From an optimization exercise on the open Yosys and OpenROAD flow, aimed at small area; shortcuts taken in it are not production practice.
The RTL was checked by simulation tests, not by an equivalence proof against the original design.
Power is estimated from default activity; no workload was simulated.

== job 101 ==
## adctest
module adctest
(
	input         clk,
	input         reset,
	input         scandouble,
	input  [23:0] adc_value,
	input         range,
	output reg    ce_pix,
	output reg    HBlank,
	output reg    HSync,
	output reg    VBlank,
	output reg    VSync,
	output     [7:0] video_r,
	output     [7:0] video_g,
	output     [7:0] video_b
);
function [11:0] add12(input [11:0] a, input [11:0] b);
	integer i;
	reg c;
	begin
		c = 1'b0;
		for (i = 0; i < 12; i = i + 1) begin
			add12[i] = a[i] ^ b[i] ^ c;
			c = (a[i] & b[i]) | (a[i] & c) | (b[i] & c);
		end
	end
endfunction
function [9:0] inc10(input [9:0] a);
	integer i;
	reg c;
	begin
		c = 1'b1;
		for (i = 0; i < 10; i = i + 1) begin
			inc10[i] = a[i] ^ c;
			c = a[i] & c;
		end
	end
endfunction
function ge12(input [11:0] a, input [11:0] b);
	integer i;
	reg br;
	begin
		br = 1'b0;
		for (i = 0; i < 12; i = i + 1)
			br = (~a[i] & b[i]) | (~a[i] & br) | (b[i] & br);
		ge12 = ~br;
	end
endfunction
reg  [9:0] hc;
reg  [9:0] vc;
wire hc_end = (hc == 10'd637);
wire samp   = ce_pix & hc_end;				 
wire vc_end = (vc == (scandouble ? 10'd523 : 10'd261));
reg  [9:0] avg_l;
reg  [9:0] avg_r;
reg  [9:0] s0_l, s1_l, s0_r, s1_r;
reg  [1:0] s0lo_l, s0lo_r;
reg  [4:0] ph;
reg        pend;			 
reg        act;				 
reg        snp;				 
reg [19:0] ring_l, ring_r;
reg        cy_l, cy_r;
wire ph_last = (ph == 5'd19);
wire snap_now = act & snp & (ph == 5'd0);
wire restart = (vc == 10'd6) | (vc == 10'd268);		 
wire [11:0] smp_l = {s0_l, s0lo_l};
wire [11:0] smp_r = {s0_r, s0lo_r};
wire sb_l = (ph < 5'd12) & smp_l[ph[3:0]];
wire sb_r = (ph < 5'd12) & smp_r[ph[3:0]];
wire ra_l = ring_l[0] & ~(act & restart);
wire ra_r = ring_r[0] & ~(act & restart);
always @(posedge clk) begin
	if (reset) ce_pix <= 1'b0;
	else ce_pix <= scandouble | ~ce_pix;
	if (reset) begin
		hc <= 10'd0;
		vc <= 10'd0;
		s0_l <= 10'd0;
		s1_l <= 10'd0;
		s0_r <= 10'd0;
		s1_r <= 10'd0;
	end
	else if (ce_pix) begin
		if (hc_end) begin
			hc <= 10'd0;
			if (vc_end) vc <= 10'd0;
			else vc <= inc10(vc);
			s0_l <= adc_value[11:2];
			s1_l <= s0_l;
			s0_r <= adc_value[23:14];
			s1_r <= s0_r;
		end
		else hc <= inc10(hc);
	end
	if (samp) begin
		s0lo_l <= adc_value[1:0];
		s0lo_r <= adc_value[13:12];
	end
	if (reset) begin
		ph <= 5'd0;
		pend <= 1'b0;
		act <= 1'b0;
  ...
For scale: ~1200 cells after synthesis, ~150 flip-flops, roughly 57 I/O pins, ~0.0083 sq mm of cells after synthesis.
clock: 10.0 ns
lec_check: 0
abc_area: 1
cap_margin: 20
core_margin: 2
core_utilization: 45
cts_buf_list: sky130_fd_sc_hd__clkbuf_8
cts_cluster_diameter: 80
cts_cluster_size: 30
place_density: 0.6
slew_margin: 20
run.sh (not shown) runs the stock make flow with config.mk's settings and CLKGATE_MAP_FILE= SYNTH_SCRIPT=/design/flow/synth_recipe.tcl, a recipe that flattens the netlist after the stock synthesis.
For job 102, these inputs were changed with respect to job 101:
==> flow/flow/run.sh (new file) <==
#!/bin/bash
# Own layout flow: the standard ORFS flow (standard.sh), unchanged except for
#  - the port buffers, which are the smallest buffer (buf_1) instead of the resizer's pick;
#  - clock tree synthesis without dummy loads, from clkbuf_4/clkbuf_8.
# Every tool's full output goes to own_flow.log in the work folder.
set -euo pipefail
W=$PWD
cp config.mk own_config.mk
cat >> own_config.mk <<'EOC'
export BUFFER_PORTS_ARGS = -buffer_cell sky130_fd_sc_hd__buf_1
export CTS_ARGS = -sink_clustering_enable -repair_clock_nets -dont_use_dummy_load -buf_list {sky130_fd_sc_hd__clkbuf_4 sky130_fd_sc_hd__clkbuf_8} -sink_clustering_buffer sky130_fd_sc_hd__clkbuf_4 -root_buf sky130_fd_sc_hd__clkbuf_8 -tree_buf sky130_fd_sc_hd__clkbuf_8
EOC
sed "s#DESIGN_CONFIG=[^ ]*#DESIGN_CONFIG=$W/own_config.mk#" standard.sh > own_standard.sh
bash own_standard.sh finish > own_flow.log 2>&1
==> flow/standard.sh (new file) <==
#!/bin/bash
# synth_recipe.tcl (not shown) runs the flow's synth.tcl, then flattens the netlist and writes it again
# the make line also repeats each setting of config.mk as NAME=value (left out here)
make -C /OpenROAD-flow-scripts/flow DESIGN_CONFIG=/design/flow/config.mk WORK_HOME=/design/flow/orfs CLKGATE_MAP_FILE= SYNTH_SCRIPT=/design/flow/synth_recipe.tcl "${@:-finish}"
--- a/flow/config.mk
+++ b/flow/config.mk
@@ -13,2 +12,0 @@
-export CTS_CLUSTER_DIAMETER = 80
-export CTS_CLUSTER_SIZE = 30
removed: flow/run.sh
### Flow results
Job 102 vs job 101: area growth from synthesis to final layout down in job 102
For global-route wire length before repair, job 102 and job 101 come out practically identical.
Reported for job 102 and job 101, I/O pin total turned out identical to the last digit.
On job 102: final clock skew is 0.019 ns higher than what job 101 gave.
Summary — total of clock buffers placed in the layout, job 102 relative to job 101: lower, by 1.
Job 101 -> job 102: number of sinks driven by the clock tree delta 0, exact match
Against job 101, summed area of non-filler cells in the final layout in job 102 fell by a few percent.
Wire: job 102 routes less than job 101
On clock power, job 101 loses to job 102.

[port drivers added, routing unchanged]
In the flow no input, the clock included, has a driving cell. The finished layouts below were timed again as built, in two steps. Step 1 assumes that a clkbuf_16 drives the clock port and a buf_2 every other input. Step 2 moves the port delays by t, midway between the first and last clock arrival at a register: inputs arrive t later, outputs are due t later. That takes back most of the time a late clock gives input paths. Slacks: no drivers / after step 1 / after step 2; pairs: no drivers / after step 1.
run	t, ns	setup slack, ns	worst slew at a driven data input, ns
job 101	0.494	3.029 / 3.037 / 2.543	0.04
job 102	0.481	3.500 / 3.514 / 3.033	0.04
After both steps every run listed still meets setup and hold. The setup slack of job 101, which loses most, moves by +0.008 ns with the drivers and by -0.486 ns with both steps.
